From an optimization exercise on the open Yosys and OpenROAD flow, aimed at small area, a short achievable clock period and few clock cycles; shortcuts taken in it are not production practice. Where RTL was checked, it was by simulation tests only, not by an equivalence proof against the original. Only the layout flow was run in runs 1 to 3; the RTL was not checked for function there. Power and IR drop assume default switching activity.

**design/flow/design.v**
```verilog
module ks_adder #(
  parameter W = 32
)(
  input  [W-1:0] a,
  input  [W-1:0] b,
  input          cin,
  output [W-1:0] sum,
  output         cout
);
  localparam L = $clog2(W);
  wire [W-1:0] p0 = a ^ b;
  wire [W-1:0] g0 = a & b;
  wire [W-1:0] gl [0:L];
  wire [W-1:0] pl [0:L];
  assign gl[0] = {g0[W-1:1], g0[0] | (p0[0] & cin)};
  assign pl[0] = p0;
  genvar l, i;
  generate
    for (l = 0; l < L; l = l + 1) begin : lvl
      for (i = 0; i < W; i = i + 1) begin : bit_
        if (i >= (1 << l)) begin : node
          assign gl[l+1][i] = gl[l][i] | (pl[l][i] & gl[l][i - (1 << l)]);
          assign pl[l+1][i] = pl[l][i] & pl[l][i - (1 << l)];
        end else begin : pass
          assign gl[l+1][i] = gl[l][i];
          assign pl[l+1][i] = pl[l][i];
        end
      end
    end
  endgenerate
  wire [W:0] c = {gl[L], cin};
  assign sum  = p0 ^ c[W-1:0];
  assign cout = c[W];
endmodule
module lt_tree #(
  parameter W = 32           
)(
  input  [W-1:0] lt_bit,     
  input  [W-1:0] eq_bit,     
  output         lt
);
  localparam L = $clog2(W);
  wire [W-1:0] g [0:L];
  wire [W-1:0] p [0:L];
  assign g[0] = lt_bit;
  assign p[0] = eq_bit;
  genvar l, i;
  generate
    for (l = 0; l < L; l = l + 1) begin : lvl
      for (i = 0; i < (W >> (l + 1)); i = i + 1) begin : node
        assign g[l+1][i] = g[l][2*i+1] | (p[l][2*i+1] & g[l][2*i]);
        assign p[l+1][i] = p[l][2*i+1] & p[l][2*i];
      end
      for (i = (W >> (l + 1)); i < W; i = i + 1) begin : unused
        assign g[l+1][i] = 1'b0;
        assign p[l+1][i] = 1'b0;
      end
    end
  endgenerate
  assign lt = g[L][0];
endmodule
module add32 (
  input  [31:0] a,
  input  [31:0] b,
  output [31:0] s
);
  assign s = a + b;
endmodule
module simple_cpu
#(parameter DATA_WIDTH = 32)(
  input clk,
  input rstn,
  output [DATA_WIDTH-1:0] imem_addr,
  input  [DATA_WIDTH-1:0] imem_rdata,
  output [DATA_WIDTH-1:0] dmem_addr,
  output [DATA_WIDTH-1:0] dmem_wdata,
  output [3:0]            dmem_wstrb,
  output                  dmem_re,
  input  [DATA_WIDTH-1:0] dmem_rdata
);
wire [31:0] f_inst = imem_rdata;
wire [6:0]  f_op   = f_inst[6:0];
wire [4:0]  f_rd   = f_inst[11:7];
wire [2:0]  f_f3   = f_inst[14:12];
wire [4:0]  f_rs1  = f_inst[19:15];
wire [4:0]  f_rs2  = f_inst[24:20];
wire        f_f7b5 = f_inst[30];
wire f_is_op     = (f_op == 7'b0110011);
wire f_is_opimm  = (f_op == 7'b0010011);
wire f_is_load   = (f_op == 7'b0000011);
wire f_is_store  = (f_op == 7'b0100011);
wire f_is_branch = (f_op == 7'b1100011);
wire f_is_jalr   = (f_op == 7'b1100111);
wire f_is_jal    = (f_op == 7'b1101111);
wire f_is_lui    = (f_op == 7'b0110111);
wire f_is_auipc  = (f_op == 7'b0010111);
wire f_wr = (f_is_op | f_is_opimm | f_is_load | f_is_jalr | f_is_jal | f_is_lui | f_is_auipc)
            & (f_rd != 5'd0);
wire f_tk_eq  = f_is_branch & (f_f3 == 3'b000);
wire f_tk_ne  = f_is_branch & (f_f3 == 3'b001);
wire f_tk_lt  = f_is_branch & (f_f3 == 3'b100);
wire f_tk_ge  = f_is_branch & (f_f3 == 3'b101);
wire f_tk_ltu = f_is_branch & (f_f3 == 3'b110);
wire f_tk_geu = f_is_branch & (f_f3 == 3'b111);
wire f_alu    = f_is_opimm | (f_is_op & (~f_f7b5 | f_f3 == 3'b000 | f_f3 == 3'b101));
wire f_r_add  = f_alu & (f_f3 == 3'b000);
wire f_r_sh   = f_alu & (f_f3 == 3'b001 | f_f3 == 3'b101);
wire f_r_slt  = f_alu & (f_f3 == 3'b010);
wire f_r_sltu = f_alu & (f_f3 == 3'b011);
wire f_r_xor  = f_alu & (f_f3 == 3'b100);
wire f_r_or   = f_alu & (f_f3 == 3'b110);
wire f_r_and  = f_alu & (f_f3 == 3'b111);
wire f_sub    = (f_is_op & f_f7b5 & (f_f3 == 3'b000)) | (f_f3[2:1] == 2'b01);
wire f_sh_l   = (f_f3 == 3'b001);
wire f_sh_a   = f_f7b5;
reg [31:0] f_imm;
always @(*) begin
  if (f_is_store)
    f_imm = {{20{f_inst[31]}}, f_inst[31:25], f_inst[11:7]};
  else if (f_is_branch)
    f_imm = {{20{f_inst[31]}}, f_inst[7], f_inst[30:25], f_inst[11:8], 1'b0};
  else if (f_is_jal)
    f_imm = {{12{f_inst[31]}}, f_inst[19:12], f_inst[20], f_inst[30:21], 1'b0};
  else if (f_is_lui | f_is_auipc)
    f_imm = {f_inst[31:12], 12'b0};
  else
    f_imm = {{20{f_inst[31]}}, f_inst[31:20]};
end
reg [31:0] rv1;          
reg [31:0] rv2;          
reg [31:0] agu;          
reg [31:0] tgt;          
reg [31:0] pc4;          
reg [3:0]  c_eq;         
reg [3:0]  c_lt;         
reg        c_eq31;       
reg        c_lts31;      
reg        c_ltu31;      
reg [4:0]  rd;
reg [2:0]  funct3;
reg        wr;           
reg        is_op, is_load, is_store, is_jalr;
reg        tk_always, tk_eq, tk_ne, tk_lt, tk_ge, tk_ltu, tk_geu;
reg        r_add, r_sh, r_slt, r_sltu, r_xor, r_or, r_and, r_link, r_lui, r_auipc;
reg        sub, sh_l, sh_a;
wire [31:0] wb_data;
wire [31:0] next_pc;     
wire [31:0] rf_rd1, rf_rd2;
reg [31:0] regs [1:31];
always @(posedge clk) begin
  if (wr) regs[rd] <= wb_data;
end
reg [31:0] rf_rd1_r, rf_rd2_r;
integer ri;
always @(*) begin
  rf_rd1_r = 32'd0;
  rf_rd2_r = 32'd0;
  for (ri = 1; ri < 32; ri = ri + 1) begin
    rf_rd1_r = rf_rd1_r | ({32{f_rs1 == ri}} & regs[ri]);
    rf_rd2_r = rf_rd2_r | ({32{f_rs2 == ri}} & regs[ri]);
  end
end
assign rf_rd1 = rf_rd1_r;
assign rf_rd2 = rf_rd2_r;
wire f_use_rs2 = f_is_op | f_is_store | f_is_branch;
wire f_hit1 = wr & (rd == f_rs1);
wire f_hit2 = wr & (rd == f_rs2);
wire [31:0] f_rv1 = f_hit1 ? wb_data : rf_rd1;
wire [31:0] f_rv2 = f_hit2 ? wb_data : rf_rd2;
wire f_stall = (f_is_load | f_is_store | f_is_jalr) & f_hit1;
wire [31:0] f_beq = {~(f_rv1[30:0] ^ f_rv2[30:0]), 1'b1};
wire [31:0] f_blt = {~f_rv1[30:0] & f_rv2[30:0], 1'b0};
wire [3:0]  f_geq, f_glt;
genvar gi;
generate
  for (gi = 0; gi < 4; gi = gi + 1) begin : cmp_grp
    lt_tree #(.W(8)) m_glt (.lt_bit(f_blt[8*gi +: 8]), .eq_bit(f_beq[8*gi +: 8]), .lt(f_glt[gi]));
    assign f_geq[gi] = &f_beq[8*gi +: 8];
  end
endgenerate
wire [31:0] f_agu;                       
wire [31:0] f_tgt;
add32 m_agu (.a(rf_rd1),  .b(f_imm), .s(f_agu));
add32 m_tgt (.a(next_pc), .b(f_imm), .s(f_tgt));
wire [31:0] f_pc4 = next_pc + 32'd4;
always @(posedge clk) begin
  if (!rstn) begin
    pc4       <= 32'd0;
    wr        <= 1'b0;
    is_op     <= 1'b0;
    is_load   <= 1'b0;
    is_store  <= 1'b0;
    is_jalr   <= 1'b0;
    tk_always <= 1'b0;
    tk_eq     <= 1'b0;
    tk_ne     <= 1'b0;
    tk_lt     <= 1'b0;
    tk_ge     <= 1'b0;
    tk_ltu    <= 1'b0;
    tk_geu    <= 1'b0;
    r_add     <= 1'b0;
    r_sh      <= 1'b0;
    r_slt     <= 1'b0;
    r_sltu    <= 1'b0;
    r_xor     <= 1'b0;
    r_or      <= 1'b0;
    r_and     <= 1'b0;
    r_link    <= 1'b0;
    r_lui     <= 1'b0;
    r_auipc   <= 1'b0;
  end else if (f_stall) begin
    pc4       <= next_pc;
    wr        <= 1'b0;
    is_op     <= 1'b0;
    is_load   <= 1'b0;
    is_store  <= 1'b0;
    is_jalr   <= 1'b0;
    tk_always <= 1'b0;
    tk_eq     <= 1'b0;
    tk_ne     <= 1'b0;
    tk_lt     <= 1'b0;
    tk_ge     <= 1'b0;
    tk_ltu    <= 1'b0;
    tk_geu    <= 1'b0;
    r_add     <= 1'b0;
    r_sh      <= 1'b0;
    r_slt     <= 1'b0;
    r_sltu    <= 1'b0;
    r_xor     <= 1'b0;
    r_or      <= 1'b0;
    r_and     <= 1'b0;
    r_link    <= 1'b0;
    r_lui     <= 1'b0;
    r_auipc   <= 1'b0;
  end else begin
    pc4       <= f_pc4;
    wr        <= f_wr;
    is_op     <= f_is_op;
    is_load   <= f_is_load;
    is_store  <= f_is_store;
    is_jalr   <= f_is_jalr;
    tk_always <= f_is_jal | f_is_jalr;
    tk_eq     <= f_tk_eq;
    tk_ne     <= f_tk_ne;
    tk_lt     <= f_tk_lt;
    tk_ge     <= f_tk_ge;
    tk_ltu    <= f_tk_ltu;
    tk_geu    <= f_tk_geu;
    r_add     <= f_r_add;
    r_sh      <= f_r_sh;
    r_slt     <= f_r_slt;
    r_sltu    <= f_r_sltu;
    r_xor     <= f_r_xor;
    r_or      <= f_r_or;
    r_and     <= f_r_and;
    r_link    <= f_is_jal | f_is_jalr;
    r_lui     <= f_is_lui;
    r_auipc   <= f_is_auipc;
  end
  agu     <= f_agu;
  tgt     <= f_tgt;
  sub     <= f_sub;
  sh_l    <= f_sh_l;
  sh_a    <= f_sh_a;
  rd      <= f_rd;
  funct3  <= f_f3;
  rv1     <= f_rv1;
  rv2     <= f_use_rs2 ? f_rv2 : f_imm;
  c_eq    <= f_geq;
  c_lt    <= f_glt;
  c_eq31  <= ~(f_rv1[31] ^ f_rv2[31]);
  c_lts31 <= f_rv1[31] & ~f_rv2[31];
  c_ltu31 <= ~f_rv1[31] & f_rv2[31];
end
wire lt_low;
lt_tree #(.W(4)) m_lt (.lt_bit(c_lt), .eq_bit(c_eq), .lt(lt_low));
wire br_eq  = c_eq31 & (&c_eq);
wire br_lt  = c_lts31 | (c_eq31 & lt_low);
wire br_ltu = c_ltu31 | (c_eq31 & lt_low);
wire take = tk_always | (tk_eq & br_eq) | (tk_ne & ~br_eq) | (tk_lt & br_lt) |
            (tk_ge & ~br_lt) | (tk_ltu & br_ltu) | (tk_geu & ~br_ltu);
wire [31:0] target = is_jalr ? agu : tgt;
assign next_pc   = take ? target : pc4;
assign imem_addr = next_pc;
wire [31:0] op_b = rv2;
wire [32:0] sum  = {1'b0, rv1} + {1'b0, op_b ^ {32{sub}}} + {32'd0, sub};
wire        lt_u = ~sum[32];
wire        lt_s = (rv1[31] ^ op_b[31]) ? rv1[31] : sum[31];
wire [4:0]  shamt = op_b[4:0];
reg  [31:0] sh_in, sh_out;
integer k;
always @(*) begin
  for (k = 0; k < 32; k = k + 1) sh_in[k] = sh_l ? rv1[31-k] : rv1[k];
end
wire [63:0] sh_ext = {{32{sh_a & rv1[31] & ~sh_l}}, sh_in};
wire [31:0] sh_r   = sh_ext >> shamt;
always @(*) begin
  for (k = 0; k < 32; k = k + 1) sh_out[k] = sh_l ? sh_r[31-k] : sh_r[k];
end
wire [31:0] alu_out = ({32{r_add}}   & sum[31:0])
                    | ({32{r_sh}}    & sh_out)
                    | {31'd0, r_slt  & lt_s}
                    | {31'd0, r_sltu & lt_u}
                    | ({32{r_xor}}   & (rv1 ^ op_b))
                    | ({32{r_or}}    & (rv1 | op_b))
                    | ({32{r_and}}   & (rv1 & op_b))
                    | ({32{r_link}}  & pc4)
                    | ({32{r_lui}}   & op_b)
                    | ({32{r_auipc}} & tgt);
assign dmem_addr = agu;
assign dmem_re   = is_load;
reg [31:0] st_data;
reg [3:0]  st_strb;
always @(*) begin
  st_data = rv2;
  st_strb = 4'b0000;
  case (funct3[1:0])
    2'b00: begin st_data = {4{rv2[7:0]}};  st_strb = 4'b0001 << agu[1:0]; end
    2'b01: begin st_data = {2{rv2[15:0]}}; st_strb = agu[1] ? 4'b1100 : 4'b0011; end
    2'b10: begin st_data = rv2;            st_strb = 4'b1111; end
    default: ;
  endcase
end
assign dmem_wdata = st_data;
assign dmem_wstrb = is_store ? st_strb : 4'b0000;
wire [7:0]  ld_byte = agu[1] ? (agu[0] ? dmem_rdata[31:24] : dmem_rdata[23:16])
                             : (agu[0] ? dmem_rdata[15:8]  : dmem_rdata[7:0]);
wire [15:0] ld_half = agu[1] ? dmem_rdata[31:16] : dmem_rdata[15:0];
reg  [31:0] ld_data;
always @(*) begin
  case (funct3[1:0])
    2'b00:   ld_data = {{24{ld_byte[7]  & ~funct3[2]}}, ld_byte};
    2'b01:   ld_data = {{16{ld_half[15] & ~funct3[2]}}, ld_half};
    2'b10:   ld_data = dmem_rdata;
    default: ld_data = 32'd0;
  endcase
end
assign wb_data = is_load ? ld_data : alu_out;
endmodule
```
**design/flow/config.mk**
```make
export PLATFORM = sky130hd
export DESIGN_NAME = simple_cpu
export DESIGN_NICKNAME = simple_cpu
export VERILOG_FILES = /design/flow/design.v
export SDC_FILE = /design/flow/constraint.sdc
export NUM_CORES = 8
export LEC_CHECK = 0
export CAP_MARGIN = 20
export CORE_MARGIN = 2
export CORE_UTILIZATION = 40
export SETUP_SLACK_MARGIN = 5
export SLEW_MARGIN = 20
export SYNTH_HIERARCHICAL = 1
export SYNTH_MINIMUM_KEEP_SIZE = 50
```
**design/flow/flow/run.sh**
```bash
#!/bin/bash
# Own layout flow: the standard flow (standard.sh) with two changes:
# the ports are buffered with buf_2 cells instead of the slow delay cell that
# buffer_ports picks by default, and CTS inserts no dummy loads.
set -euo pipefail
export BUFFER_PORTS_ARGS="-buffer_cell sky130_fd_sc_hd__buf_2"
export CTS_ARGS="-sink_clustering_enable -repair_clock_nets -dont_use_dummy_load"
bash standard.sh > standard_flow.log 2>&1
```
**design/flow/constraint.sdc**
```tcl
create_clock -name core_clock -period 10.0 [get_ports {clk}]
set_input_delay 2.0000 -clock core_clock [delete_from_list [all_inputs] [get_ports {clk}]]
set_output_delay 2.0000 -clock core_clock [all_outputs]
set_load 0.01 [all_outputs]
```
**design/flow/standard.sh**
```bash
#!/bin/bash
# synth_recipe.tcl (not shown) runs the flow's synth.tcl, then flattens the netlist and writes it again
# the make line also repeats each setting of config.mk as NAME=value (left out here)
make -C /OpenROAD-flow-scripts/flow DESIGN_CONFIG=/design/flow/config.mk WORK_HOME=/design/flow/orfs CLKGATE_MAP_FILE= SYNTH_SCRIPT=/design/flow/synth_recipe.tcl "${@:-finish}"
```
==> qor.txt, run 1 <==
setup slack, reg-to-reg -> 5.03 ns
Tot Pwr -> 0.01208 W
grt total ovfl -> 0
RR Endpoint -> c_lt[1]
VDD IR max -> 183.9 uV
clk_skew -> 0.1326 ns
Fin. Hold Viols -> 0
startpoint types -> input pin
number of vias per cell -> 7.551
slew margin rel. -> 22.49%
crit end category -> flop
worst r2r src -> rv1[18]
Syn Inst Count -> 5331
status -> complete, no violations
drt pass-1 iters -> 14
highest clock rate -> 190.6 MHz
Slew @ Worst Pin -> 1.163 ns
Worst EP arrival -> 5.88 ns
CTS Buf Count -> 132
initial antenna violation count -> 19
first-pass GRT wire length -> 443.7 mm
min cycle time layout -> 5.246 ns
reg2reg path depth -> 14
Yosys Warn Count -> 9
drt initial violations -> 12.95k
ANT nets after route -> 0
area grow syn2layout -> 19.93%
initial cell density of the core -> 40.17%
PD cells -> 163.2 nW/um^2
row cnt -> 144
GR Util All Layers -> 40.89%
HPWL after DPL -> 199.8 mm
Setup Viol. Count Final -> 0
post-synthesis sequential area ratio -> 54.80%
Hold Path Sink -> pc4[31]
Max Transition Viols Final -> 0
Hold Worst Slack -> 0.7366 ns
clock-pin slew of the registers on the worst-case setup and hold paths -> 0.05 ns
leak pwr -> 26.48 nW
CTS H-tree depth -> 4
number of flops mapped to enable cells by yosys -> 992
DIE AREA -> 157500 sq um
die width -> 396.9 um
CORE AREA -> 153700 sq um
commonest cells in the netlist -> 992 x edfxtp_1, 735 x a22oi_1, 410 x nand2_1, 286 x clkbuf_1, 264 x nor2_1
Routed WL per cell -> 43.62 um
number of global-route vias before repair -> 53.21k
RSZ-0062 raised after global routing -> yes
number of top-level pins -> 167
IO Port Bufs -> 166
worst-path fanout max -> 32
Die Height -> 396.9 um
Routed WL -> 337.9 mm
CP required -> 10.64 ns
share of layout cells above drive strength 1 -> 21.93%
Fin Setup TNS -> 0 ns
Via Count -> 58.48k
DRC viols -> 0
clock sink count -> 1194
Clock Tree Root -> clkbuf_16
Clock Latency Late Sink -> 0.83 ns
post-synthesis cell area -> 61730 sq um
post-synth top area cell -> edfxtp_1
FFs w/ async S/R, synth -> 0%
clk buf depth -> 3
post-synth cell types -> 91
syn_area_per_cell -> 11.58 sq um
Placed Area -> 66120 sq um
hold path cells -> 4
ranking of synthesized cells by area -> edfxtp_1 48%, a22oi_1 8.9%, dfxtp_1 6.6%
Synth Net Count -> 5591
Post-synth top flop -> edfxtp_1
part of the cycle the worst path needs -> 52.46%
most instantiated library cell after synthesis -> edfxtp_1
FF+latch count, synth -> 1194
GP Congestion -> 1.015
top-area cell type share of the netlist area -> 48.25%
Hold Crit Class -> reg -> reg
largest net degree at the start of global routing -> 64
CTS tree -> yes
HP Start -> pc4[31]
max_cap viols -> 0
Post-Layout Inst Area -> 74040 sq um
Nets -> 5948
Crit Path Class -> in -> reg
-- flip-flops by register name, summed over array words and instances, names as in the netlist, 3 cells and up --
| signal | cells |
|---|---|
| rv2 | 32 |
| c_lt | 4 |
| c_eq | 4 |
| pc4 | 32 |
| agu | 32 |
| rd | 5 |
| rv1 | 32 |
| tgt | 32 |
| regs | 992 |
| funct3 | 3 |
-- where the power goes --
group,switching (W),total [W],leakage (nW),internal [W]
Clock,0.00188,0.00419,1.63,0.00230
Combinational,0.00139,0.00222,14.3,0.000831
Sequential,0.000237,0.00568,10.6,0.00544
-- stage by stage --
stage          worst slack, ns  util, %  instances
3_3_place_gp             2.813    43.01       7338
5_1_grt                  4.749    48.16       7733
2_1_floorplan            4.589        -       5331
3_5_place_dp             2.878    43.02       7339
4_1_cts                  4.905    46.79       7611
6_report                 4.754    48.17       7745
-- cell families after synthesis --
family | Yosys count | share of synthesized area [%]
DFF | 1194 | 54.80
AOI/OAI and AO/OA | 1812 | 21.69
buffers and inverters | 501 | 3.172
adders and majority gates | 194 | 3.968
and+or+nand+nor | 1299 | 10.17
xor gates and xnor gates | 137 | 1.944
muxes | 194 | 4.252
-- per-module statistics from Yosys, one instance, submodules excluded --
module      cell area [sq um]  flops+latches
add32                    1744              0
simple_cpu              58250           1194
-- cells in the final DEF (no fill, tap or decap), types with 61 or more instances in the layout --
cell type / n
edfxtp_1: 992
a22oi_1: 731
nand2_1: 401
buf_4: 304
dfxtp_1: 192
nand3_1: 175
ha_1: 161
nor2_1: 159
a21oi_1: 159
o21ai_0: 153
buf_2: 151
clkbuf_16: 142
inv_1: 122
a22o_1: 113
a221oi_1: 109
nand4_1: 104
nor2_4: 94
a21o_1: 93
xor2_1: 83
mux2i_1: 75
a222oi_1: 65
mux2_2: 61
-- final cells by class --
class	count	area, sq um
diodes	15	37.54
fillers	13544	79650
repair buffers	583	5378
repair inverters	1	5.005
clock buffers	132	3303
multi-input cells	3643	28390
inverters	133	515.5
well taps	2044	2557
flip-flops and latches	1194	33850
-- how the worst max path moves through the flow --
stage | start | to | slack [ns] | cells after the start
detailed placement | imem_rdata[19] | agu[31] | 2.88 | 17
finish | imem_rdata[19] | agu[31] | 4.75 | 18
global route | imem_rdata[18] | agu[31] | 4.75 | 17
global placement | imem_rdata[19] | agu[31] | 2.81 | 17
CTS | imem_rdata[19] | agu[31] | 4.91 | 15
floorplan | imem_rdata[15] | agu[31] | 4.59 | 16
-- repair_timing --
item	4_1_cts	5_1_grt
gates cloned	16	11
pin swaps	74	60
resized for setup	254	204
hold buffers	0	0
hold endpoints to repair	0	0
setup endpoints to repair	224	145
buffers inserted	124	107
-- metal layers --
metal / GRT usage [%] / wire, um / part of all wire [%]
met3: 17.35 / 53840 / 16
met1: 48.20 / 111700 / 33
met2: 57.90 / 135100 / 40
met4: 33.05 / 36920 / 11
met5: 0.5542 / 365 / 0.11
-- critical path, cell delays in order --
cell	delay, ns
buf_12	0.11
nand2b_4	0.20
buf_12	0.12
buf_4	0.11
nor2_4	0.04
buf_12	0.18
a22o_1	0.26
a221oi_1	0.21
nand3_1	0.13
or3_4	0.52
ha_4	0.34
o211ai_1	0.13
o21ai_2	0.24
o21bai_4	0.10
a22oi_4	0.23
a311oi_4	0.16
o311a_1	0.31
or3_1	0.36
==> inputs of run 2 (changes only) <==
==> design/flow/flow/run.sh (replaced) <==
#!/bin/bash
# Own layout flow: the standard flow (standard.sh) with two changes:
# the ports are buffered with buf_2 cells instead of the slow delay cell that
# buffer_ports picks by default, and CTS inserts no dummy loads and builds the tree from clkbuf_8 cells, up to 12 sinks per leaf.
set -euo pipefail
export BUFFER_PORTS_ARGS="-buffer_cell sky130_fd_sc_hd__buf_2"
export CTS_ARGS="-sink_clustering_enable -repair_clock_nets -dont_use_dummy_load -sink_clustering_size 12 -sink_clustering_max_diameter 60 -buf_list sky130_fd_sc_hd__clkbuf_8"
bash standard.sh > standard_flow.log 2>&1
==> qor.txt, run 2 <==
Slew @ Worst Pin -> 1.315 ns (+0.1525 ns)
final non-filler cell total -> 7754 (+0.12%)
Worst EP arrival -> 3.18 ns (-2.70 ns)
Net Sw Power -> 0.003360 W (-4.2%)
FF+latch count, synth -> 1194 (unchanged)
Syn Inst Count -> 5331 (unchanged)
leak pwr -> 25.90 nW (-2.2%)
delay-heaviest family, CP -> buffers and inverters
part of the cycle the worst path needs -> 51.76% (-0.69 points)
DRC viols -> 0 (unchanged)
number of flops mapped to enable cells by yosys -> 992 (unchanged)
GP Congestion -> 1.015 (unchanged)
RSZ-0062 raised after global routing -> yes
status -> complete, no violations
Die Height -> 396.9 um (unchanged)
first-pass GRT wire length -> 440.6 mm (-0.69%)
GR Util All Layers -> 40.52% (-0.37 points)
Synth Net Count -> 5591 (unchanged)
clk buf depth -> 3 (unchanged)
highest clock rate -> 193.2 MHz (+1.3%)
ranking of synthesized cells by area -> edfxtp_1 48%, a22oi_1 8.9%, dfxtp_1 6.6%
drt pass-1 iters -> 15 (+1)
slew margin rel. -> 12.33% (-10 points)
Worst path slowest cell -> dfxtp_2
most common cell after layout, fill and taps aside -> edfxtp_1
number of top-level pins -> 167 (unchanged)
Clock Latency Late Sink -> 0.98 ns (+0.15 ns)
CTS H-tree depth -> 4 (unchanged)
clock sink count -> 1194 (unchanged)
die width -> 396.9 um (unchanged)
Crit Path Class -> reg -> out
Sw Ratio -> 31.15% (+2.1 points)
Hold Crit Class -> reg -> reg
largest net degree at the start of global routing -> 64 (unchanged)
pre-CTS setup slack -> 2.878 ns (unchanged)
initial cell density of the core -> 40.17% (unchanged)
crit end category -> primary output
grt total ovfl -> 0 (unchanged)
top-area cell type share of the netlist area -> 48.25% (unchanged)
ANT nets after route -> 0 (unchanged)
initial antenna violation count -> 24 (+5)
Tot Pwr -> 0.01079 W (-11%)
internal power -> 0.007426 W (-13%)
Largest stage delay, worst path -> 0.37 ns (-0.15 ns)
Final WS setup -> 4.824 ns (+0.06917 ns)
CP cell instances -> nand3_4 > buf_6 > o21a_1 > a2111oi_4 > buf_6 > nand3_4 > buf_6 > buf_16 > a21oi_4 > buf_6
Inst Count DP -> 7339 (unchanged)
Setup Viol. Count Final -> 0 (unchanged)
post-synthesis sequential area ratio -> 54.80% (unchanged)
Routed WL -> 335.2 mm (-0.78%)
worst-path fanout max -> 6 (-81%)
number of global-route vias before repair -> 53.06k (-0.27%)
share of layout cells above drive strength 1 -> 22.18% (+0.25 points)
DIE AREA -> 157500 sq um (unchanged)
drt initial violations -> 12.98k (+0.27%)
Max Transition Viols Final -> 0 (unchanged)
post-synth cell types -> 91 (unchanged)
Clock Tree Root -> clkbuf_8
Comb power frac -> 20.3% (+1.9 points)
Fin Setup TNS -> 0 ns (unchanged)
Nets -> 5966 (+0.30%)
CP required -> 8.00 ns (-2.64 ns)
post-synthesis cell area -> 61730 sq um (unchanged)
Clock Power Share -> 27.2% (-7.4 points)
most instantiated library cell after synthesis -> edfxtp_1
clock-pin slew of the registers on the worst-case setup and hold paths -> 0.08 ns (+0.03 ns)
CTS tree -> yes
Hold Worst Slack -> 0.7216 ns (-0.01497 ns)
Yosys Warn Count -> 9 (unchanged)
startpoint types -> flop
Post-synth top flop -> edfxtp_1
Largest Register -> regs
min cycle time layout -> 5.176 ns (-0.06917 ns)
Buf/Inv on CP -> 5 (+1)
CORE AREA -> 153700 sq um (unchanged)
number of vias per cell -> 7.492 (-0.79%)
area grow syn2layout -> 17.94%
Routed WL per cell -> 43.23 um (-0.90%)
most frequent cells in the layout -> 992 x edfxtp_1, 730 x a22oi_1, 397 x nand2_1
number of fill cells -> 13.67k (+0.95%)
HPWL after DPL -> 199.8 mm (unchanged)
CTS Buf Count -> 133 (+0.76%)
row cnt -> 144 (unchanged)
max_cap viols -> 0 (unchanged)
post-synth top area cell -> edfxtp_1
Seq pwr share -> 52.6% (+5.6 points)
PD cells -> 148.1 nW/um^2 (-9.2%)
Top cell by count, worst path -> buf_6
max reg flops -> 992 (unchanged)
FFs w/ async S/R, synth -> 0% (unchanged)
VDD IR max -> 102.6 uV (-44%)
syn_area_per_cell -> 11.58 sq um (unchanged)
commonest cells in the netlist -> 992 x edfxtp_1, 735 x a22oi_1, 410 x nand2_1, 286 x clkbuf_1, 264 x nor2_1
Via Count -> 58.09k (-0.67%)
IO Port Bufs -> 166 (unchanged)
Fin. Hold Viols -> 0 (unchanged)
clk_skew -> 0.1564 ns (+0.02383 ns)
-- run 2: timing repair --
item / 4_1_cts / 5_1_grt
pin swaps: 67 / 91
gates resized for setup: 296 / 197
buffers inserted: 111 / 137
hold buffers: 0 / 0
cloned: 15 / 13
endpoints found under the setup margin: 217 / 124
-- run 2: layer usage --
layer,vias up,part of all wire (%),global-route usage (%)
met5,-,0.24,2.032
met4,26,10,31.23
met3,1996,16,16.41
met2,6302,41,58.17
met1,27789,33,48.06
li1,21978,-,-
-- run 2: kinds of logic (layout without fill, tap and decap cells) --
| family | count (synthesis) | count (layout) | synth area share (%) |
|---|---|---|---|
| compound gates | 1812 | 1814 | 21.69 |
| simple gates | 1299 | 1305 | 10.17 |
| flops | 1194 | 1194 | 54.80 |
| buf+inv | 501 | 866 | 3.172 |
| fa+ha+maj | 194 | 194 | 3.968 |
| mux | 194 | 194 | 4.252 |
| xor+xnor | 137 | 137 | 1.944 |
| other cells | 0 | 6 | 0 |
-- run 2: final timing paths --
path	from	to	slack [ns]	cells after the start
setup / recovery	c_eq[3]	imem_addr[0]	4.82	10
hold / removal	pc4[1]	pc4[1]	0.72	3
setup reg to reg	rv2[10]	c_lt[2]	4.97	17
hold reg to reg	pc4[1]	pc4[1]	0.72	3
-- run 2: tightest hold or removal path, stage by stage (launching register included) --
cell and delay [ns]:
dfxtp_1 0.33, nand2_1 0.09, o21ai_4 0.14, and2_1 0.14
-- run 2: area by class of cell --
type	count	area, sq um	share of cell area (%)
antenna	6	15.01	0.02062
clock buffer	133	1831	2.514
inverter	133	509.2	0.6994
multi-input combinational	3644	28480	39.12
sequential	1194	33850	46.49
tap	2044	2557	3.513
timing repair buffer	599	5563	7.640
timing repair inverter	1	5.005	0.006874
-- run 2: power by group through the flow --
stage                     sequential, W  clock, W  combinational [W]
final                           0.00567   0.00293            0.00219
after global routing            0.00565   0.00308            0.00227
after floorplan                 0.00564         0            0.00117
after global placement          0.00575         0            0.00188
after CTS                       0.00564   0.00290            0.00198
after detailed placement        0.00576         0            0.00188
-- run 2: per-module statistics from Yosys (local to each module, per instance) --
module      area [sq um]  flip-flops and latches
add32               1744                       0
simple_cpu         58250                    1194
-- run 2: stage by stage --
step	util, %	instance area, sq um
2_1_floorplan	-	62420
3_3_place_gp	43.01	66090
3_5_place_dp	43.02	66120
4_1_cts	45.77	70340
5_1_grt	47.37	72800
6_report	47.37	72810
==> inputs of run 3 (changes only) <==
--- a/design/flow/config.mk
+++ b/design/flow/config.mk
@@ -9,6 +9,7 @@
 export CORE_MARGIN = 2
 export CORE_UTILIZATION = 40
 export SETUP_SLACK_MARGIN = 5
-export SLEW_MARGIN = 20
+export SLEW_MARGIN = 50
 export SYNTH_HIERARCHICAL = 1
 export SYNTH_MINIMUM_KEEP_SIZE = 50
+export TNS_END_PERCENT = 20
==> qor.txt, run 3 <==
status -> complete, no violations
Clock Tree Root -> clkbuf_8
Fin. Hold Viols -> 0 (unchanged)
Clock Latency Late Sink -> 0.95 ns (-0.03 ns)
Hold Crit Class -> reg -> reg
Reg area -> 33860 sq um (about the same)
PD cells -> 149.5 nW/um^2 (+0.90%)
DRC viols -> 0 (unchanged)
Synth Net Count -> 5591 (unchanged)
most instantiated library cell after synthesis -> edfxtp_1
Largest Register -> regs
largest net degree at the start of global routing -> 58 (-9.4%)
drt pass-1 iters -> 11 (-4)
clk buf depth -> 3 (unchanged)
Crit Path Class -> in -> reg
number of global-route vias before repair -> 52.77k (-0.55%)
initial cell density of the core -> 40.17% (unchanged)
VDD IR max -> 135.2 uV (+32%)
Fin Setup TNS -> 0 ns (unchanged)
share of layout cells above drive strength 1 -> 20.81% (-1.4 points)
drt initial violations -> 13.11k (+1.0%)
combined area of the multi-input logic cells -> 28210 sq um (-0.94%)
CP required -> 10.76 ns (+2.76 ns)
Via Count -> 57.77k (-0.56%)
Worst EP arrival -> 5.91 ns (+2.73 ns)
highest clock rate -> 194.2 MHz (+0.55%)
clock-pin slew of the registers on the worst-case setup and hold paths -> 0.08 ns (about the same)
CTS Buf Count -> 130 (-2.3%)
first-pass GRT wire length -> 441.6 mm (+0.23%)
grt total ovfl -> 0 (unchanged)
final non-filler cell total -> 7679 (-0.97%)
Yosys Warn Count -> 9 (unchanged)
min cycle time layout -> 5.148 ns (-0.02805 ns)
Die Height -> 396.9 um (unchanged)
Routed WL per cell -> 43.84 um (+1.4%)
initial antenna violation count -> 19 (-21%)
pre-CTS setup slack -> 3.194 ns (+0.3154 ns)
CORE AREA -> 153700 sq um (unchanged)
die width -> 396.9 um (unchanged)
clock sink count -> 1194 (unchanged)
Max Transition Viols Final -> 0 (unchanged)
slew margin rel. -> 31.21% (+19 points)
worst-path fanout max -> 20 (+14)
hold path cells -> 4 (+1)
Slew @ Worst Pin -> 1.025 ns (-0.2906 ns)
crit end category -> flop
Nets -> 5884 (-1.4%)
CTS H-tree depth -> 4 (unchanged)
HPWL after DPL -> 205.7 mm (+3.0%)
area grow syn2layout -> 16.23%
Syn Inst Count -> 5331 (unchanged)
RSZ-0062 raised after global routing -> yes
GR Util All Layers -> 40.57% (+0.053 points)
number of fill cells -> 13.84k (+1.2%)
FF+latch count, synth -> 1194 (unchanged)
post-synthesis cell area -> 61730 sq um (unchanged)
Placed Area -> 66760 sq um (+0.97%)
row cnt -> 144 (unchanged)
Inst Count DP -> 7365 (+0.35%)
most common cell after layout, fill and taps aside -> edfxtp_1
max reg flops -> 992 (unchanged)
clk_skew -> 0.1279 ns (-0.02854 ns)
Tot Pwr -> 0.01073 W (-0.56%)
number of flops mapped to enable cells by yosys -> 992 (unchanged)
most frequent cells in the layout -> 992 x edfxtp_1, 727 x a22oi_1, 404 x nand2_1
leak pwr -> 25.37 nW (-2.0%)
Post-synth top flop -> edfxtp_1
DIE AREA -> 157500 sq um (unchanged)
IO Port Bufs -> 166 (unchanged)
post-synth top area cell -> edfxtp_1
post-synthesis sequential area ratio -> 54.80% (unchanged)
startpoint types -> input pin
Final WS setup -> 4.852 ns (+0.02805 ns)
commonest cells in the netlist -> 992 x edfxtp_1, 735 x a22oi_1, 410 x nand2_1, 286 x clkbuf_1, 264 x nor2_1
number of vias per cell -> 7.523 (+0.41%)
top-area cell type share of the netlist area -> 48.25% (unchanged)
part of the cycle the worst path needs -> 51.48% (-0.28 points)
Routed WL -> 336.7 mm (+0.44%)
GP Congestion -> 1.021 (+0.61%)
syn_area_per_cell -> 11.58 sq um (unchanged)
ANT nets after route -> 0 (unchanged)
post-synth cell types -> 91 (unchanged)
ranking of synthesized cells by area -> edfxtp_1 48%, a22oi_1 8.9%, dfxtp_1 6.6%
max_cap viols -> 0 (unchanged)
reg2reg path depth -> 14 (-3)
CTS tree -> yes
Post-Layout Inst Area -> 71760 sq um (-1.4%)
number of top-level pins -> 167 (unchanged)
Setup Viol. Count Final -> 0 (unchanged)
FFs w/ async S/R, synth -> 0% (unchanged)
==> run 3: cell counts after synthesis <==
Identical to the previous run, type by type.
==> run 3: repair_timing <==
action                                 CTS  global route
setup endpoints to repair               72            76
endpoints found under the hold margin    0             0
setup buffers                           48           101
pin swaps                               28            90
gates cloned                             6            14
resized for setup                      143           217
hold buffers                             0             0
==> run 3: layout make-up <==
class                      instances  area share, %
multi-input combinational       3643          39.32
clock buffer                     130          2.493
inverter                         133         0.7062
timing repair buffer             522          6.687
sequential                      1194          47.19
tap                             2044          3.564
antenna                           13        0.04534
==> run 3: cells by family (layout without fill, tap and decap cells) <==
group,Yosys count,in the layout,share of synthesized area [%]
flip-flops,1194,1194,54.80
buffers and inverters,501,785,3.172
adder cells (fa/ha/maj),194,194,3.968
AO/OA/AOI/OAI,1812,1812,21.69
multiplexers,194,194,4.252
other,0,13,0
AND/OR/NAND/NOR,1299,1306,10.17
XOR/XNOR,137,137,1.944
==> run 3: per-module statistics from Yosys (local to each module, per instance) <==
module      times used  area [sq um]  flip-flops and latches  cells inside
add32                2          1744                       0           241
simple_cpu           1         58250                    1194          4849
==> run 3: worst max-delay path, stage by stage <==
cell,delay [ns]
clkbuf_4,0.25
xnor2_1,0.88
nand3_4,0.64
buf_4,0.48
nand3_1,0.14
nor4_1,0.06
nand2_1,0.23
o21a_1,0.28
ha_1,0.28
a21o_1,0.18
a21o_1,0.17
a21oi_1,0.13
o21ai_0,0.08
==> run 3: through the flow <==
| stage | utilization (%) | hold slack, ns |
|---|---|---|
| finish | 46.69 | 0.7565 |
| global route | 46.67 | 0.7780 |
| CTS | 45.24 | 0.7406 |
| detailed placement | 43.44 | 0.7745 |
| global placement | 42.98 | 0.7655 |
| floorplan | - | 0.5803 |
==> run 3: final timing paths <==
kind / slack, ns / startpoint / to
worst max-delay path: 4.85 / imem_rdata[20] / c_lt[1]
worst min-delay path: 0.76 / pc4[9] / pc4[9]
worst max register to register: 5.03 / rv1[14] / c_lt[1]
worst min register to register: 0.76 / pc4[9] / pc4[9]
==> run 3: layer usage <==
metal,part of all wire (%),vias up,GRT usage (%)
li1,-,21819,-
met1,33,27714,48.59
met2,40,6255,58.00
met3,16,1952,17.33
met4,10,26,29.40
met5,0.12,-,0.9236
==> run 3: report_power, final <==
group / switching, W / leakage (nW) / total, W / internal [W]
Clock: 0.00172 / 0.935 / 0.00287 / 0.00115
Sequential: 0.000321 / 10.6 / 0.00575 / 0.00543
Combinational: 0.00131 / 13.9 / 0.00210 / 0.000788
==> inputs of run 4 (changes only) <==
--- a/design/flow/design.v
+++ b/design/flow/design.v
@@ -66,6 +66,17 @@
 );
   assign s = a + b;
 endmodule
+module rf_dec (
+  input  [4:0]  a,
+  output [31:1] y
+);
+  genvar i;
+  generate
+    for (i = 1; i < 32; i = i + 1) begin : line
+      assign y[i] = (a == i);
+    end
+  endgenerate
+endmodule
 module simple_cpu
 #(parameter DATA_WIDTH = 32)(
   input clk,
@@ -150,14 +161,19 @@
 always @(posedge clk) begin
   if (wr) regs[rd] <= wb_data;
 end
+wire [31:1] sel1_lo, sel1_hi, sel2_lo, sel2_hi;
+rf_dec m_dec1_lo (.a(f_rs1), .y(sel1_lo));
+rf_dec m_dec1_hi (.a(f_rs1), .y(sel1_hi));
+rf_dec m_dec2_lo (.a(f_rs2), .y(sel2_lo));
+rf_dec m_dec2_hi (.a(f_rs2), .y(sel2_hi));
 reg [31:0] rf_rd1_r, rf_rd2_r;
 integer ri;
 always @(*) begin
   rf_rd1_r = 32'd0;
   rf_rd2_r = 32'd0;
   for (ri = 1; ri < 32; ri = ri + 1) begin
-    rf_rd1_r = rf_rd1_r | ({32{f_rs1 == ri}} & regs[ri]);
-    rf_rd2_r = rf_rd2_r | ({32{f_rs2 == ri}} & regs[ri]);
+    rf_rd1_r = rf_rd1_r | {{16{sel1_hi[ri]}} & regs[ri][31:16], {16{sel1_lo[ri]}} & regs[ri][15:0]};
+    rf_rd2_r = rf_rd2_r | {{16{sel2_hi[ri]}} & regs[ri][31:16], {16{sel2_lo[ri]}} & regs[ri][15:0]};
   end
 end
 assign rf_rd1 = rf_rd1_r;
--- a/design/flow/config.mk
+++ b/design/flow/config.mk
@@ -9,7 +9,6 @@
 export CORE_MARGIN = 2
 export CORE_UTILIZATION = 40
 export SETUP_SLACK_MARGIN = 5
-export SLEW_MARGIN = 50
+export SLEW_MARGIN = 20
 export SYNTH_HIERARCHICAL = 1
 export SYNTH_MINIMUM_KEEP_SIZE = 50
-export TNS_END_PERCENT = 20
==> qor.txt, run 4 <==
part of the cycle the worst path needs -> 52.97% (+1.5 points)
IO Port Bufs -> 166 (unchanged)
highest clock rate -> 188.8 MHz (-2.8%)
Largest Register -> regs
ANT nets after route -> 0 (unchanged)
number of flops mapped to enable cells by yosys -> 992 (unchanged)
Fin. Hold Viols -> 0 (unchanged)
clk buf depth -> 3 (unchanged)
startpoint types -> input pin
most common cell after layout, fill and taps aside -> edfxtp_1
number of top-level pins -> 167 (unchanged)
Syn Inst Count -> 5385 (+1.0%)
Max Transition Viols Final -> 0 (unchanged)
syn_area_per_cell -> 11.53 sq um (-0.40%)
DIE AREA -> 158400 sq um (+0.60%)
Post-Layout Inst Area -> 70230 sq um (-2.1%)
Nets -> 5803 (-1.4%)
RSZ-0062 raised after global routing -> yes
FFs w/ async S/R, synth -> 0% (unchanged)
Die Height -> 398.1 um (+0.30%)
status -> complete, no violations
HPWL after DPL -> 205.2 mm (-0.26%)
clock-pin slew of the registers on the worst-case setup and hold paths -> 0.06 ns (-0.02 ns)
drt initial violations -> 12.31k (-6.1%)
ranking of synthesized cells by area -> edfxtp_1 48%, dfxtp_1 6.5%, a22oi_1 6.2%
Worst EP arrival -> 6.08 ns (+0.17 ns)
clock sink count -> 1194 (unchanged)
CTS tree -> yes
PD cells -> 150.9 nW/um^2 (+0.98%)
hold buffers post-CTS -> 0 (unchanged)
initial antenna violation count -> 10 (-9)
DRC viols -> 0 (unchanged)
Fin Setup TNS -> 0 ns (unchanged)
combined area of the multi-input logic cells -> 28090 sq um (-0.43%)
commonest cells in the netlist -> 992 x edfxtp_1, 515 x a22oi_1, 377 x clkbuf_1, 344 x nor2_1, 290 x nand2_1
leak pwr -> 24.30 nW (-4.2%)
row cnt -> 144 (unchanged)
number of vias per cell -> 7.467 (-0.74%)
Placed Area -> 66510 sq um (-0.37%)
Hold Crit Class -> reg -> reg
number of fill cells -> 13.93k (+0.68%)
CTS Buf Count -> 130 (unchanged)
Post-synth top flop -> edfxtp_1
post-synthesis cell area -> 62110 sq um (+0.61%)
share of layout cells above drive strength 1 -> 20.57% (-0.24 points)
Seq pwr share -> 53.8% (+0.2 points)
crit end category -> flop
FF+latch count, synth -> 1194 (unchanged)
post-synthesis sequential area ratio -> 54.47% (-0.33 points)
GP Congestion -> 1.065 (+4.4%)
max_cap viols -> 0 (unchanged)
post-synth top area cell -> edfxtp_1
CTS H-tree depth -> 4 (unchanged)
max reg flops -> 992 (unchanged)
largest net degree at the start of global routing -> 55 (-5.2%)
Via Count -> 56.71k (-1.8%)
Routed WL per cell -> 42.70 um (-2.6%)
area grow syn2layout -> 13.07%
worst-path fanout max -> 19 (-5.0%)
VDD IR max -> 79.65 uV (-41%)
Clock Tree Root -> clkbuf_8
Crit Path Class -> in -> reg
die width -> 398.1 um (+0.30%)
Yosys Warn Count -> 9 (unchanged)
Sw Ratio -> 30.76% (-0.48 points)
number of global-route vias before repair -> 52.92k (+0.27%)
most frequent cells in the layout -> 992 x edfxtp_1, 512 x a22oi_1, 282 x nand2_1
CP required -> 10.79 ns (+0.03 ns)
initial cell density of the core -> 40.32% (+0.15 points)
Routed WL -> 324.3 mm (-3.7%)
Comb power frac -> 19.3% (-0.3 points)
slew margin rel. -> 18.18% (-13 points)
Slew @ Worst Pin -> 1.224 ns (+0.1999 ns)
drt pass-1 iters -> 12 (+1)
first-pass GRT wire length -> 433.0 mm (-1.9%)
grt total ovfl -> 0 (unchanged)
GR Util All Layers -> 39.47% (-1.1 points)
clk_skew -> 0.1263 ns (-0.001522 ns)
Setup Viol. Count Final -> 0 (unchanged)
most instantiated library cell after synthesis -> edfxtp_1
min cycle time layout -> 5.297 ns (+0.1488 ns)
Synth Net Count -> 5645 (+0.97%)
Net Sw Power -> 0.003261 W (-2.7%)
top-area cell type share of the netlist area -> 47.96% (-0.29 points)
Clock Latency Late Sink -> 0.95 ns (about the same)
internal power -> 0.007339 W (-0.48%)
Reg area -> 33850 sq um (about the same)
Clock Power Share -> 26.9% (about the same)
CORE AREA -> 154000 sq um (+0.23%)
post-synth cell types -> 94 (+3.3%)
run 4: changes by cell type after synthesis, sizes merged, moves of 80 or more:
cell    previous run  this run
a22oi            737       517
a221oi           129       235
nand2            410       290
clkbuf           286       377
nor2             264       344
a22o             113       213
run 4: modules after synthesis (local to each module, per instance):
module,flops+latches,area (sq um)
add32,0,1744
rf_dec,0,217.7
simple_cpu,1194,57750
run 4: routing by layer:
metal / part of all wire, % / wire, um / up-vias / global-route usage (%)
li1: - / - / 21729 / -
met1: 34 / 108800 / 27283 / 47.37
met2: 40 / 130500 / 5893 / 56.32
met3: 16 / 53040 / 1786 / 16.81
met4: 9.8 / 31800 / 20 / 28.98
met5: 0.056 / 181 / - / 0
run 4: path summary, 6_finish.rpt:
check,slack (ns),startpoint,cells past startpoint,end
min reg2reg,0.63,pc4[28],3,pc4[28]
max reg2reg,4.95,sh_l,13,c_lt[3]
min,0.63,pc4[28],3,pc4[28]
max,4.70,imem_rdata[21],13,c_lt[3]
run 4: critical path: stages:
cell      delay (ns)
buf_2           0.45
nand3b_1        0.36
nor2_4          1.01
a22o_1          0.29
a221oi_1        0.05
nand4_1         0.14
nor3_1          0.12
a221oi_1        0.58
ha_1            0.38
a21o_1          0.16
a21o_1          0.17
a21oi_1         0.26
o21ai_0         0.11
run 4: cell type report:
type	instances	share of cell area [%]
Inverter	135	0.7323
Multi-Input combinational cell	3625	40.00
Timing Repair inverter	1	0.01069
Sequential cell	1194	48.20
Tap cell	2044	3.642
Antenna cell	10	0.03563
Timing Repair Buffer	456	4.828
Clock buffer	130	2.548
run 4: kinds of logic after synthesis:
family,after synthesis,share of synthesized area (%)
and+or+nand+nor,1315,10.46
muxes,159,3.691
AOI/OAI and AO/OA,1813,21.81
buffers and inverters,567,3.614
adders and majority gates,194,3.944
DFF,1194,54.47
xor gates and xnor gates,143,2.016
run 4: repair_timing:
item	4_1_cts	5_1_grt
setup endpoints to repair	294	207
gates cloned	3	2
resized for setup	146	145
pin swaps	15	43
buffers inserted	26	52
run 4: stage by stage:
step                      cells  setup slack (ns)  hold slack [ns]  total power (W)  utilization (%)
after floorplan            5385             4.734           0.5285         0.006787                -
after global placement     7370             3.513           0.5951         0.007608            43.17
after detailed placement   7371             3.432           0.6036         0.007612            43.18
after CTS                  7530             4.782           0.6283          0.01042            44.88
after global routing       7586             4.801           0.6712          0.01083            45.57
final                      7595             4.703           0.6342          0.01060            45.59
run 4: power groups by stage:
stage          Clock [W]  Sequential (W)  Combinational (W)
2_1_floorplan          0         0.00564            0.00115
3_3_place_gp           0         0.00579            0.00182
3_5_place_dp           0         0.00579            0.00182
4_1_cts          0.00286         0.00568            0.00188
5_1_grt          0.00301         0.00568            0.00214
6_report         0.00285         0.00571            0.00204
Testbench counts of run 4, summed over its fixed seeds: cycles 1,992,704.
==> inputs of run 5 (changes only) <==
--- a/design/flow/config.mk
+++ b/design/flow/config.mk
@@ -9,6 +9,6 @@
 export CORE_MARGIN = 2
 export CORE_UTILIZATION = 40
 export SETUP_SLACK_MARGIN = 5
-export SLEW_MARGIN = 20
+export SLEW_MARGIN = 50
 export SYNTH_HIERARCHICAL = 1
 export SYNTH_MINIMUM_KEEP_SIZE = 50
==> qor.txt, run 5 <==
most frequent cells in the layout -> 992 x edfxtp_1, 512 x a22oi_1, 281 x nand2_1
grt total ovfl -> 0 (unchanged)
Via Count -> 57.04k (+0.58%)
FF+latch count, synth -> 1194 (unchanged)
max reg flops -> 992 (unchanged)
crit end category -> flop
highest clock rate -> 195.2 MHz (+3.4%)
Routed WL -> 324.2 mm (about the same)
number of global-route vias before repair -> 52.90k (-0.038%)
most common cell after layout, fill and taps aside -> edfxtp_1
Synth Net Count -> 5645 (unchanged)
row cnt -> 144 (unchanged)
status -> complete, no violations
Worst EP arrival -> 5.91 ns (-0.17 ns)
Die Height -> 398.1 um (unchanged)
final non-filler cell total -> 7619 (+0.32%)
CTS tree -> yes
Critical path origin -> imem_rdata[24]
leak pwr -> 24.62 nW (+1.4%)
CP Capture Point -> c_lt[0]
setup slack, reg-to-reg -> 5.03 ns (+0.08 ns)
clock-pin slew of the registers on the worst-case setup and hold paths -> 0.09 ns (+0.03 ns)
Post-synth top flop -> edfxtp_1
number of top-level pins -> 167 (unchanged)
clk buf depth -> 3 (unchanged)
GR Util All Layers -> 39.54% (+0.067 points)
simple-gate portion of the synthesized area -> 10.46% (unchanged)
number of vias per cell -> 7.486 (+0.26%)
syn_area_per_cell -> 11.53 sq um (unchanged)
Hold Crit Class -> reg -> reg
number of flops mapped to enable cells by yosys -> 992 (unchanged)
min cycle time layout -> 5.122 ns (-0.1755 ns)
Clock Latency Late Sink -> 0.94 ns (about the same)
ANT nets after route -> 0 (unchanged)
Nets -> 5829 (+0.45%)
post-synth top area cell -> edfxtp_1
Setup Viol. Count Final -> 0 (unchanged)
slew margin rel. -> 37.79% (+20 points)
worst r2r src -> rv2[2]
Synth Area in Compound Gates -> 21.81% (unchanged)
worst-path fanout max -> 11 (-8)
post-synthesis mux area share -> 3.690% (unchanged)
Fin. Hold Viols -> 0 (unchanged)
area grow syn2layout -> 14.34%
CTS Buf Count -> 131 (+0.77%)
HPWL after DPL -> 210.8 mm (+2.7%)
combined area of the multi-input logic cells -> 28250 sq um (+0.57%)
Hold Worst Slack -> 0.6022 ns (-0.03202 ns)
largest family of logic cells by synthesized area -> compound AO/OA/AOI/OAI gates
reg2reg path depth -> 13 (unchanged)
initial cell density of the core -> 40.32% (unchanged)
RSZ-0062 raised after global routing -> yes
CORE AREA -> 154000 sq um (unchanged)
most instantiated library cell after synthesis -> edfxtp_1
drt pass-1 iters -> 14 (+2)
clock sink count -> 1194 (unchanged)
Post-Synth Adder-Cell Area -> 3.944% (unchanged)
drt initial violations -> 13.01k (+5.7%)
first-pass GRT wire length -> 433.2 mm (about the same)
post-synthesis sequential area ratio -> 54.47% (unchanged)
Largest Register -> regs
GP Congestion -> 1.065 (unchanged)
hold buffers post-CTS -> 0 (unchanged)
share of layout cells above drive strength 1 -> 21.27% (+0.69 points)
number of fill cells -> 13.96k (+0.19%)
xor/xnor cell area share of the yosys netlist -> 2.016% (unchanged)
Yosys Warn Count -> 9 (unchanged)
top-area cell type share of the netlist area -> 47.96% (unchanged)
CP required -> 10.79 ns (about the same)
largest net degree at the start of global routing -> 55 (unchanged)
IO Port Bufs -> 166 (unchanged)
CTS H-tree depth -> 4 (unchanged)
Syn Inst Count -> 5385 (unchanged)
pre-CTS setup slack -> 3.456 ns (+0.02402 ns)
Max Transition Viols Final -> 0 (unchanged)
commonest cells in the netlist -> 992 x edfxtp_1, 515 x a22oi_1, 377 x clkbuf_1, 344 x nor2_1, 290 x nand2_1
Placed Area -> 67380 sq um (+1.3%)
PD cells -> 149.5 nW/um^2 (-0.93%)
RR Endpoint -> c_lt[3]
Clock Tree Root -> clkbuf_8
Reg area -> 33850 sq um (about the same)
startpoint types -> input pin
clk_skew -> 0.1223 ns (-0.004008 ns)
DRC viols -> 0 (unchanged)
Crit Path Class -> in -> reg
max_cap viols -> 0 (unchanged)
FFs w/ async S/R, synth -> 0% (unchanged)
post-synthesis cell area -> 62110 sq um (unchanged)
Inst Count DP -> 7414 (+0.58%)
Slew @ Worst Pin -> 0.9322 ns (-0.2923 ns)
die width -> 398.1 um (unchanged)
DIE AREA -> 158400 sq um (unchanged)
part of the cycle the worst path needs -> 51.22% (-1.8 points)
initial antenna violation count -> 20 (+10)
Fin Setup TNS -> 0 ns (unchanged)
Post-Layout Inst Area -> 71020 sq um (+1.1%)
ranking of synthesized cells by area -> edfxtp_1 48%, dfxtp_1 6.5%, a22oi_1 6.2%
Final WS setup -> 4.878 ns (+0.1755 ns)
post-synth cell types -> 94 (unchanged)
VDD IR max -> 107.2 uV (+35%)
Routed WL per cell -> 42.55 um (-0.36%)
-- run 5: cell counts after synthesis --
No cell type changed its count.
-- run 5: worst max-delay path, stage by stage --
cell and delay [ns]:
buf_2 0.39, nand2_1 0.48, nor2_2 0.86, buf_4 0.44
a221oi_1 0.13, nand4_1 0.24, o32ai_1 0.13, a31oi_1 0.36
ha_1 0.32, a21o_1 0.18, a21oi_1 0.15, nor2_1 0.06
nor2_1 0.08, nand2_1 0.06
-- run 5: kinds of logic (layout without fill, tap and decap cells) --
| logic type | after synthesis | in the layout |
|---|---|---|
| and+or+nand+nor | 1315 | 1315 |
| AOI/OAI and AO/OA | 1813 | 1813 |
| other | 0 | 8 |
| muxes | 159 | 159 |
| buffers and inverters | 567 | 749 |
| DFF | 1194 | 1194 |
| xor gates and xnor gates | 143 | 143 |
| adders and majority gates | 194 | 194 |
-- run 5: modules after synthesis, one instance, submodules excluded --
module	cell area, sq um	cells	times used	flops+latches
rf_dec	217.7	46	4	0
add32	1744	241	2	0
simple_cpu	57750	4719	1	1194
-- run 5: what timing repair did --
item | 4_1_cts | 5_1_grt
gates cloned | 1 | 4
buffers inserted | 20 | 40
resized for setup | 134 | 136
pin swaps | 14 | 47
endpoints found under the setup margin | 122 | 50
-- run 5: worst min-delay path by stage --
stage	end	cells past startpoint	startpoint
floorplan	pc4[31]	3	pc4[31]
global placement	pc4[28]	3	pc4[28]
detailed placement	pc4[28]	3	pc4[28]
CTS	pc4[28]	3	pc4[28]
global route	pc4[28]	3	pc4[28]
finish	pc4[28]	3	pc4[28]
-- run 5: routing by layer --
metal  track usage, %  vias up  routed length, um
met4            29.43       22              32840
met3            16.61     1820              53620
li1                 -    21796                  -
met1            47.43    27309             107000
met5                0        -                316
met2            56.43     6091             130400
-- run 5: power breakdown --
group / internal [W] / switching (W) / total, W
combinational: 0.000773 / 0.00130 / 0.00207
clock: 0.00116 / 0.00168 / 0.00284
sequential: 0.00543 / 0.000279 / 0.00571
total: 0.00736 / 0.00326 / 0.0106
-- run 5: per-stage QoR --
| stage | total power [W] | util, % |
|---|---|---|
| after floorplan | 0.006787 | - |
| after global placement | 0.007608 | 43.17 |
| after detailed placement | 0.007629 | 43.74 |
| after CTS | 0.01043 | 45.37 |
| after global routing | 0.01087 | 46.09 |
| final | 0.01062 | 46.10 |
-- run 5: final cells by class --
class                   instances  area share [%]
diodes                          8         0.02819
clock buffers                 131           2.539
inverters                     135          0.7153
multi-input cells            3624           39.78
flip-flops and latches       1194           47.67
well taps                    2044           3.601
repair buffers                483           5.664
==> inputs of run 6 (changes only) <==
--- a/design/flow/config.mk
+++ b/design/flow/config.mk
@@ -12,3 +12,4 @@
 export SLEW_MARGIN = 50
 export SYNTH_HIERARCHICAL = 1
 export SYNTH_MINIMUM_KEEP_SIZE = 50
+export TNS_END_PERCENT = 5
==> qor.txt, run 6 <==
PD cells -> 151.1 nW/um^2 (+1.1%)
part of the cycle the worst path needs -> 52.13% (+0.91 points)
ANT nets after route -> 0 (unchanged)
Syn Inst Count -> 5385 (unchanged)
post-synth top area cell -> edfxtp_1
post-synth cell types -> 94 (unchanged)
Slew @ Worst Pin -> 0.9203 ns (-0.01190 ns)
Hold Worst Slack -> 0.6134 ns (+0.01125 ns)
DIE AREA -> 158400 sq um (unchanged)
area grow syn2layout -> 13.25%
grt met3 use -> 17.46% (+0.84 points)
max_cap viols -> 0 (unchanged)
drt pass-1 iters -> 13 (-1)
FFs w/ async S/R, synth -> 0% (unchanged)
first-pass GRT wire length -> 434.5 mm (+0.29%)
Yosys Warn Count -> 9 (unchanged)
Critical Path Stages -> 14 (unchanged)
number of top-level pins -> 167 (unchanged)
largest net degree at the start of global routing -> 50 (-9.1%)
number of flops mapped to enable cells by yosys -> 992 (unchanged)
status -> complete, no violations
CTS tree -> yes
clk buf depth -> 3 (unchanged)
RSZ-0062 raised after global routing -> yes
Hold Crit Class -> reg -> reg
CP cell instances -> buf_2 > nand2b_1 > nor2_2 > buf_4 > a22o_1 > a221oi_1 > nand4_1 > nor3_1 > a21oi_1 > ha_1 > a21o_1 > a21o_1 > a21oi_1 > o21ai_0
post-synthesis cell area -> 62110 sq um (unchanged)
share of layout cells above drive strength 1 -> 20.34% (-0.93 points)
Routed WL -> 323.7 mm (-0.13%)
Setup Viol. Count Final -> 0 (unchanged)
min cycle time layout -> 5.213 ns (+0.09105 ns)
met2 GRT Util -> 56.34% (-0.087 points)
Synth Net Count -> 5645 (unchanged)
most instantiated library cell after synthesis -> edfxtp_1
most frequent cells in the layout -> 992 x edfxtp_1, 514 x a22oi_1, 283 x nand2_1
max reg flops -> 992 (unchanged)
GR Util All Layers -> 39.63% (+0.088 points)
hold path cells -> 3 (unchanged)
Via Count -> 57.10k (+0.10%)
highest clock rate -> 191.8 MHz (-1.7%)
slew margin rel. -> 38.58% (+0.79 points)
Fin Setup TNS -> 0 ns (unchanged)
drt initial violations -> 12.05k (-7.4%)
number of vias per cell -> 7.507 (+0.27%)
clk_skew -> 0.1271 ns (+0.004818 ns)
Worst EP arrival -> 6.02 ns (+0.11 ns)
Fin. Hold Viols -> 0 (unchanged)
post-synthesis sequential area ratio -> 54.47% (unchanged)
leak pwr -> 24.41 nW (-0.89%)
initial cell density of the core -> 40.32% (unchanged)
CORE AREA -> 154000 sq um (unchanged)
Worst path slowest cell -> nor3_1
Buf/Inv on CP -> 2 (unchanged)
VDD IR max -> 116.1 uV (+8.3%)
number of fill cells -> 13.95k (-0.036%)
startpoint types -> input pin
delay-heaviest family, CP -> simple AND/OR/NAND/NOR gates
initial antenna violation count -> 15 (-25%)
HPWL after DPL -> 210.9 mm (about the same)
IO Port Bufs -> 166 (unchanged)
Largest stage delay, worst path -> 0.74 ns (-0.12 ns)
Largest Register -> regs
number of global-route vias before repair -> 53.21k (+0.60%)
crit end category -> flop
CTS Buf Count -> 135 (+3.1%)
row cnt -> 144 (unchanged)
CTS H-tree depth -> 4 (unchanged)
DRC viols -> 0 (unchanged)
Die Height -> 398.1 um (unchanged)
clock-pin slew of the registers on the worst-case setup and hold paths -> 0.08 ns (about the same)
commonest cells in the netlist -> 992 x edfxtp_1, 515 x a22oi_1, 377 x clkbuf_1, 344 x nor2_1, 290 x nand2_1
Crit Path Class -> in -> reg
clock sink count -> 1194 (unchanged)
GRT busiest layer -> met2
worst-path fanout max -> 11 (unchanged)
Post-synth top flop -> edfxtp_1
grt total ovfl -> 0 (unchanged)
FF+latch count, synth -> 1194 (unchanged)
reg2reg path depth -> 16 (+3)
GP Congestion -> 1.104 (+3.7%)
syn_area_per_cell -> 11.53 sq um (unchanged)
Nets -> 5812 (-0.29%)
Clock Latency Late Sink -> 0.96 ns (+0.02 ns)
top-area cell type share of the netlist area -> 47.96% (unchanged)
ranking of synthesized cells by area -> edfxtp_1 48%, dfxtp_1 6.5%, a22oi_1 6.2%
met1 GRT Util -> 47.04% (-0.39 points)
Routed WL per cell -> 42.56 um (about the same)
die width -> 398.1 um (unchanged)
Max Transition Viols Final -> 0 (unchanged)
most common cell after layout, fill and taps aside -> edfxtp_1
Clock Tree Root -> clkbuf_8
CP required -> 10.80 ns (about the same)
==> run 6: cell count changes in the layout (fill, tap and decap cells not counted), sizes merged <==
cell    change
clkbuf      +1
buf        -19
clkinv      -1
bufbuf      +1
diode       +4
inv         +1
==> run 6: cell families (layout without fill, tap and decap cells) <==
group           after synthesis  count (layout)  synth area share [%]
mux                         159             159                 3.691
other cells                   0              12                     0
simple gates               1315            1315                 10.46
compound gates             1813            1813                 21.81
flops                      1194            1194                 54.47
xor+xnor                    143             143                 2.016
fa+ha+maj                   194             194                 3.944
buf+inv                     567             732                 3.614
==> run 6: area by class of cell <==
cell class | instances | area [sq um] | share of cell area, %
flip-flops and latches | 1194 | 33850 | 48.12
repair buffers | 462 | 3662 | 5.206
well taps | 2044 | 2557 | 3.636
clock buffers | 135 | 1858 | 2.641
diodes | 12 | 30.03 | 0.04269
multi-input cells | 3624 | 27880 | 39.63
inverters | 135 | 506.7 | 0.7204
==> run 6: where the power goes <==
| group | internal [W] | switching [W] | total (W) |
|---|---|---|---|
| combinational | 0.000733 | 0.00127 | 0.00200 |
| clock | 0.00120 | 0.00173 | 0.00292 |
| sequential | 0.00543 | 0.000278 | 0.00571 |
==> run 6: worst reg2reg max path, cell delays in order, from the launching register on <==
cell and delay [ns]:
dfxtp_2 0.33, buf_8 0.30, xor2_1 0.44, ha_1 0.31, nand4_1 0.17, nor3_1 0.29
o311ai_2 0.26, a211oi_1 0.62, a21oi_1 0.18, xnor2_1 0.37, a21oi_2 0.11, buf_4 0.23
a21oi_2 0.55, ha_1 0.38, a21o_1 0.16, a21oi_1 0.19, o21ai_0 0.12
==> run 6: stage by stage <==
stage               instances  utilization [%]  area [sq um]  setup WS, ns  power [W]
floorplan                5385                -         62680         4.734   0.006771
global placement         7383            43.14         66460         3.329   0.007602
detailed placement       7419            43.66         67260         3.311   0.007617
CTS                      7572            45.26         69730         4.911    0.01047
global route             7595            45.64         70310         4.831    0.01088
finish                   7606            45.66         70340         4.787    0.01063
==> run 6: final timing paths <==
check / from / end / slack, ns
min reg2reg: pc4[28] / pc4[28] / 0.61
max reg2reg: sub / c_lt[3] / 4.92
min: pc4[28] / pc4[28] / 0.61
max: imem_rdata[23] / c_lt[1] / 4.79
==> run 6: Yosys stat by module (local to each module, per instance) <==
module / area (sq um) / copies in the design / cells / flip-flops and latches
add32: 1744 / 2 / 241 / 0
rf_dec: 217.7 / 4 / 46 / 0
simple_cpu: 57750 / 1 / 4719 / 1194
==> run 6: timing repair <==
| item | in CTS | in global routing |
|---|---|---|
| gates cloned | 2 | 0 |
| resized for setup | 112 | 79 |
| setup buffers | 16 | 19 |
| pin swaps | 9 | 22 |
| endpoints found under the setup margin | 96 | 73 |
| hold buffers | 0 | 0 |
==> run 6: layer usage <==
layer / wire, um / vias to the layer above
met5: 358 / -
met4: 32400 / 20
met3: 53080 / 1884
met2: 130400 / 5988
met1: 107500 / 27443
li1: - / 21761

## re-timing with driven ports
No port has a modelled driver above. Below, the same layouts with a new extraction and two added sets of constraints. Step 1 sets driving cells, clkbuf_16 on the clock port and buf_2 on the other inputs (assumed; they add their load-dependent delay and slew). Step 2 adds t to the input delays and takes it off the output delays; t is the mean of the earliest and latest rising clock arrival at the registers after step 1. Input paths then give back, and output paths get back, about the clock's delay inside the block. a / b / c = no drivers / after step 1 / after step 2; a / b = the first two.
| run | shift t [ns] | setup slack, ns | worst hold slack (ns) | pins driven straight from the clock port |
|---|---|---|---|---|
| run 1 | 0.846 | 4.754 / 4.750 / 3.904 | 0.737 / 0.737 / 0.737 | 1 |
| run 2 | 0.974 | 4.824 / 4.750 / 3.848 | 0.722 / 0.722 / 0.722 | 1 |
| run 3 | 0.964 | 4.852 / 4.748 / 3.785 | 0.757 / 0.757 / 0.757 | 1 |
| run 4 | 0.966 | 4.703 / 4.650 / 3.684 | 0.634 / 0.634 / 0.634 | 1 |
| run 5 | 0.965 | 4.878 / 4.863 / 3.898 | 0.602 / 0.602 / 0.602 | 1 |
| run 6 | 0.988 | 4.787 / 4.752 / 3.764 | 0.613 / 0.613 / 0.613 | 1 |
After both steps every run listed still meets setup and hold. For run 3, which loses most, drivers alone change the setup slack by -0.104 ns; drivers and shift together by -1.067 ns.
